This is an optimization exercise on Yosys and OpenROAD, whose aim is small area, a short achievable clock period and few clock cycles per item, not a production implementation.
The RTL was checked by simulation tests, not by an equivalence proof against the original design.
Power figures rest on the tool's default switching activity, not on a simulated workload.

==> flow/design.v (excerpt) <==
module sha1_exec(clk, reset, start, data_in, load_in, cv,
  use_prev_cv, busy, out_valid, cv_next);
   input clk, reset;
   input start;
   input [31:0] data_in;
   input load_in;
   input [159:0] cv;
   input use_prev_cv;
   output        busy;
   output        out_valid;
   output [159:0] cv_next;
   reg            run;         
   reg [6:0]      e;           
   reg            feed_q;      
   reg            valid_q, busy_q;
   reg            is0, is1, le15, ring_q, ysel_q, last_q;
   reg            g0, g1, g2, g3;   
   reg            q1, q0, x12;      
   wire           start_nc = start & ~use_prev_cv;
   wire           step = is0 | (le15 ? feed_q : run);
   wire [6:0]     e_adv = step ? e + 7'd1 : e;
   wire           zero = reset | start_nc | last_q;
   wire [6:0]     e_n = zero ? 7'd0 : e_adv;
   always @(posedge clk) begin
      e       <= e_n;
      is0     <= zero | (e_adv == 7'd0);
      is1     <= ~zero & (e_adv == 7'd1);
      le15    <= zero | (e_adv <= 7'd15);
      ring_q  <= ~zero & (e_adv >= 7'd78);
      ysel_q  <= ~zero & (e_adv >= 7'd81);
      last_q  <= ~zero & (e_adv == 7'd82);
      g0      <= zero | (e_adv <= 7'd20);
      g1      <= ~zero & (e_adv >= 7'd21) & (e_adv <= 7'd40);
      g2      <= ~zero & (e_adv >= 7'd41) & (e_adv <= 7'd60);
      g3      <= ~zero & (e_adv >= 7'd61);
      q1      <= ~zero & (e_adv >= 7'd41);
      q0      <= ~zero & (((e_adv >= 7'd21) & (e_adv <= 7'd40)) | (e_adv >= 7'd61));
      x12     <= ~zero & (e_adv >= 7'd21) & (e_adv <= 7'd60);
      if (reset) begin
         run     <= 1'b0;
         feed_q  <= 1'b0;
         have16  <= 1'b0;
         valid_q <= 1'b0;
         busy_q  <= 1'b1;
      end else begin
         run     <= start | (run & ~last_q);
         feed_q  <= load_in | (run & le15);
         have16  <= ~start & ~run & ~le15 & (feed_q | have16);
         valid_q <= last_q;
  ...
==> module sha1_exec, before the edit <==
module sha1_exec(clk, reset, start, data_in, load_in, cv,
  use_prev_cv, busy, out_valid, cv_next);
   input clk, reset;
   input start;
   input [31:0] data_in;
   input load_in;
   input [159:0] cv;
   input use_prev_cv;
   output        busy;
   output        out_valid;
   output [159:0] cv_next;
   reg            run;         
   reg [6:0]      e;           
   reg            feed_q;      
   reg            valid_q, busy_q;
   reg            is0, is1, le15, ring_q, ysel_q, last_q;
   reg            g0, g1, g2, g3;   
   reg            q1, q0, x12;      
   wire           start_nc = start & ~use_prev_cv;
   wire           step = is0 | (le15 ? feed_q : run);
   wire [6:0]     e_adv = step ? e + 7'd1 : e;
   wire           zero = reset | start_nc | last_q;
   wire [6:0]     e_n = zero ? 7'd0 : e_adv;
   always @(posedge clk) begin
      e       <= e_n;
      is0     <= zero | (e_adv == 7'd0);
      is1     <= ~zero & (e_adv == 7'd1);
      le15    <= zero | (e_adv <= 7'd15);
      ring_q  <= ~zero & (e_adv >= 7'd78);
      ysel_q  <= ~zero & (e_adv >= 7'd81);
      last_q  <= ~zero & (e_adv == 7'd82);
      g0      <= zero | (e_adv <= 7'd20);
      g1      <= ~zero & (e_adv >= 7'd21) & (e_adv <= 7'd40);
      g2      <= ~zero & (e_adv >= 7'd41) & (e_adv <= 7'd60);
      g3      <= ~zero & (e_adv >= 7'd61);
      q1      <= ~zero & (e_adv >= 7'd41);
      q0      <= ~zero & (((e_adv >= 7'd21) & (e_adv <= 7'd40)) | (e_adv >= 7'd61));
      x12     <= ~zero & (e_adv >= 7'd21) & (e_adv <= 7'd60);
      if (reset) begin
         run     <= 1'b0;
         feed_q  <= 1'b0;
         have16  <= 1'b0;
         valid_q <= 1'b0;
         busy_q  <= 1'b1;
      end else begin
         run     <= start | (run & ~last_q);
         feed_q  <= load_in | (run & le15);
         have16  <= ~start & ~run & ~le15 & (feed_q | have16);
         valid_q <= last_q;
         busy_q  <= ~last_q;
      end
   end
   assign out_valid = valid_q;
   assign busy = busy_q;
   reg [479:0]    wv;
   reg [31:0]     dq;
   reg            have16;      
   wire [31:0]    wx = wv[479:448] ^ wv[415:384] ^ wv[223:192] ^ wv[63:32];
   wire [31:0]    wgen = {wx[30:0], wx[31]};
   wire           push = run | (feed_q & le15);
   wire           dq_hold = ~run & ~le15 & (feed_q | have16);
   always @(posedge clk) begin
      if (push)
        wv <= {wv[447:0], dq};
      if (~dq_hold)
        dq <= run ? (le15 ? wv[479:448] : wgen) : data_in;
   end
   wire [31:0]    wt = dq;
   reg [159:0]    h_q;
   wire [31:0]    h0 = h_q[159:128];
   wire [31:0]    h1 = h_q[127:96];
   wire [31:0]    h2 = h_q[95:64];
   wire [31:0]    h3 = h_q[63:32];
   wire [31:0]    h4 = h_q[31:0];
   reg [31:0]     a, b, c, d, F, P;
   wire [31:0]    b30 = {b[1:0], b[31:2]};
   wire [31:0]    fch  = (a & b30) | (~a & c);
   wire [31:0]    fpar = a ^ b30 ^ c;
   wire [31:0]    fmaj = (a & b30) | (a & c) | (b30 & c);
   wire [31:0]    f = g0 ? fch : (g2 ? fmaj : fpar);
   wire [31:0]    K = {q1, ~g2, g1, g0, 1'b1, x12, 1'b1, g2,
                      ~q1, q0, g3, x12, x12, 1'b0, ~g1, x12,
                      ~g0, ~g2, ~g3, ~q0, ~g3, g2, g1, ~g2,
                      1'b1, q1, g1, ~g1, ~q0, q1, g3, ~q1};
   wire [31:0]    p_n;
   sha1_add3 add_p (.x(d), .y(wt), .z(K), .s(p_n));
   wire [31:0]    a_sum;
   sha1_add3 add_a (.x({a[26:0], a[31:27]}), .y(F), .z(P), .s(a_sum));
   always @(posedge clk)
     if (step) begin
        if (is0) begin
           a <= h1;
           b <= {h2[29:0], h2[31:30]};
           c <= h3;
           d <= h4;
        end else begin
           a <= is1 ? h0 : a_sum;
           b <= a;
           c <= b30;
           d <= c;
        end
        F <= f;
        P <= p_n;
     end
   wire [31:0]    y = ysel_q ? a : {a[1:0], a[31:2]};
   wire [31:0]    r_sum;
   sha1_add2 add_r (.x(h4), .y(y), .s(r_sum));
   always @(posedge clk)
     if (start_nc | ring_q)
       h_q <= ring_q ? {r_sum, h0, h1, h2, h3} : cv;
   assign cv_next = h_q;
endmodule  
export LEC_CHECK = 0
export ABC_AREA = 1
export CAP_MARGIN = 20
export CORE_MARGIN = 2
export CORE_UTILIZATION = 40
export CTS_CLUSTER_DIAMETER = 150
export CTS_CLUSTER_SIZE = 25
export SETUP_SLACK_MARGIN = 5
export SLEW_MARGIN = 20
create_clock -name core_clock -period 8.0 [get_ports {clk}]
standard.sh (not shown) runs the stock make flow with config.mk's settings and CLKGATE_MAP_FILE= SYNTH_SCRIPT=/design/flow/synth_recipe.tcl, a recipe that flattens the netlist after the stock synthesis.
==> flow/flow/run.sh <==
#!/bin/bash
# Layout flow: the standard ORFS flow (standard.sh, unchanged synthesis),
# with the input/output port buffers inserted as buf_1 instead of ORFS's
# default pick (the resizer upsizes them where timing needs it), and clock
# tree synthesis without dummy loads.
# The make output goes to flow_make.log here; each ORFS step keeps its own
# log under orfs/logs/.
set -euo pipefail
export BUFFER_PORTS_ARGS="-buffer_cell sky130_fd_sc_hd__buf_1"
export CTS_ARGS="-sink_clustering_enable -repair_clock_nets -sink_clustering_size 25 -sink_clustering_max_diameter 150 -dont_use_dummy_load"
bash standard.sh finish > flow_make.log 2>&1
Testbench counts at the start, summed over its fixed seeds: cycles 33,416, blocks 384.
Change:
--- a/flow/design.v
+++ b/flow/design.v
@@ -80,18 +80,23 @@
    output        out_valid;
    output [159:0] cv_next;
    reg            run;         
    reg [6:0]      e;           
    reg            feed_q;      
+   reg            lost_q;      
+   reg            have16;      
    reg            valid_q, busy_q;
    reg            is0, is1, le15, ring_q, ysel_q, last_q;
    reg            g0, g1, g2, g3;   
    reg            q1, q0, x12;      
    wire           start_nc = start & ~use_prev_cv;
    wire           step = is0 | (le15 ? feed_q : run);
+   wire           pre = is0 | (is1 & ~feed_q & ~run);
+   wire           stall = ~run & ~is0 & ~is1 & ~(le15 & feed_q);
+   wire           start_rp = start & (~use_prev_cv | lost_q | stall);
    wire [6:0]     e_adv = step ? e + 7'd1 : e;
-   wire           zero = reset | start_nc | last_q;
+   wire           zero = reset | start_rp | last_q;
    wire [6:0]     e_n = zero ? 7'd0 : e_adv;
    always @(posedge clk) begin
       e       <= e_n;
       is0     <= zero | (e_adv == 7'd0);
       is1     <= ~zero & (e_adv == 7'd1);
@@ -107,26 +112,27 @@
       q0      <= ~zero & (((e_adv >= 7'd21) & (e_adv <= 7'd40)) | (e_adv >= 7'd61));
       x12     <= ~zero & (e_adv >= 7'd21) & (e_adv <= 7'd60);
       if (reset) begin
          run     <= 1'b0;
          feed_q  <= 1'b0;
+         lost_q  <= 1'b0;
          have16  <= 1'b0;
          valid_q <= 1'b0;
          busy_q  <= 1'b1;
       end else begin
          run     <= start | (run & ~last_q);
          feed_q  <= load_in | (run & le15);
+         lost_q  <= ~is0 & (lost_q | stall);
          have16  <= ~start & ~run & ~le15 & (feed_q | have16);
          valid_q <= last_q;
          busy_q  <= ~last_q;
       end
    end
    assign out_valid = valid_q;
    assign busy = busy_q;
    reg [479:0]    wv;
    reg [31:0]     dq;
-   reg            have16;      
    wire [31:0]    wx = wv[479:448] ^ wv[415:384] ^ wv[223:192] ^ wv[63:32];
    wire [31:0]    wgen = {wx[30:0], wx[31]};
    wire           push = run | (feed_q & le15);
    wire           dq_hold = ~run & ~le15 & (feed_q | have16);
    always @(posedge clk) begin
@@ -154,26 +160,25 @@
                       1'b1, q1, g1, ~g1, ~q0, q1, g3, ~q1};
    wire [31:0]    p_n;
    sha1_add3 add_p (.x(d), .y(wt), .z(K), .s(p_n));
    wire [31:0]    a_sum;
    sha1_add3 add_a (.x({a[26:0], a[31:27]}), .y(F), .z(P), .s(a_sum));
-   always @(posedge clk)
-     if (step) begin
-        if (is0) begin
-           a <= h1;
-           b <= {h2[29:0], h2[31:30]};
-           c <= h3;
-           d <= h4;
-        end else begin
-           a <= is1 ? h0 : a_sum;
-           b <= a;
-           c <= b30;
-           d <= c;
-        end
-        F <= f;
-        P <= p_n;
-     end
+   always @(posedge clk) begin
+      if (pre) begin
+         a <= h1;
+         b <= {h2[29:0], h2[31:30]};
+         c <= h3;
+         d <= h4;
+      end else begin
+         a <= is1 ? h0 : a_sum;
+         b <= a;
+         c <= b30;
+         d <= c;
+      end
+      F <= f;
+      P <= p_n;
+   end
    wire [31:0]    y = ysel_q ? a : {a[1:0], a[31:2]};
    wire [31:0]    r_sum;
    sha1_add2 add_r (.x(h4), .y(y), .s(r_sum));
    always @(posedge clk)
      if (start_nc | ring_q)
Result:
- The changed run ran to the end with no violations
- cell area drops by a few percent
- wire length drops by a few percent
- combinational power drops by a little under a tenth
- register-to-register slack is about the same
- clock power hardly moves
- power drops by a few percent
Testbench counts after the change, summed over its fixed seeds: cycles 33,416, blocks 384.

[re-timing with driven ports]
No port has a modelled driver above. Below, the same layouts with a new extraction and two added sets of constraints.
Step 1, drivers: a clkbuf_16 drives clk and a buf_2 each remaining input, both assumed.
Step 2 times the ports against the registers' clock, not the clock port: input delays grow and output delays shrink by t, the midpoint of the rising clock arrivals with the driver on.
Slacks: no drivers / after step 1 / after step 2; pairs: no drivers / after step 1.
run | t, ns | slack for setup (ns) | worst setup path at the end | clock arrival spread, ns | worst register clock-pin slew, ns
the first run | 0.671 | 5.048 / 4.981 / 4.606 | input to register | 0.037 / 0.037 | 0.11 / 0.11
the second run | 0.661 | 5.034 / 4.960 / 4.574 | input to register | 0.033 / 0.033 | 0.11 / 0.11
After both steps every run listed still meets setup and hold. For the second run, which loses most, drivers alone change the setup slack by -0.074 ns; drivers and shift together by -0.460 ns.
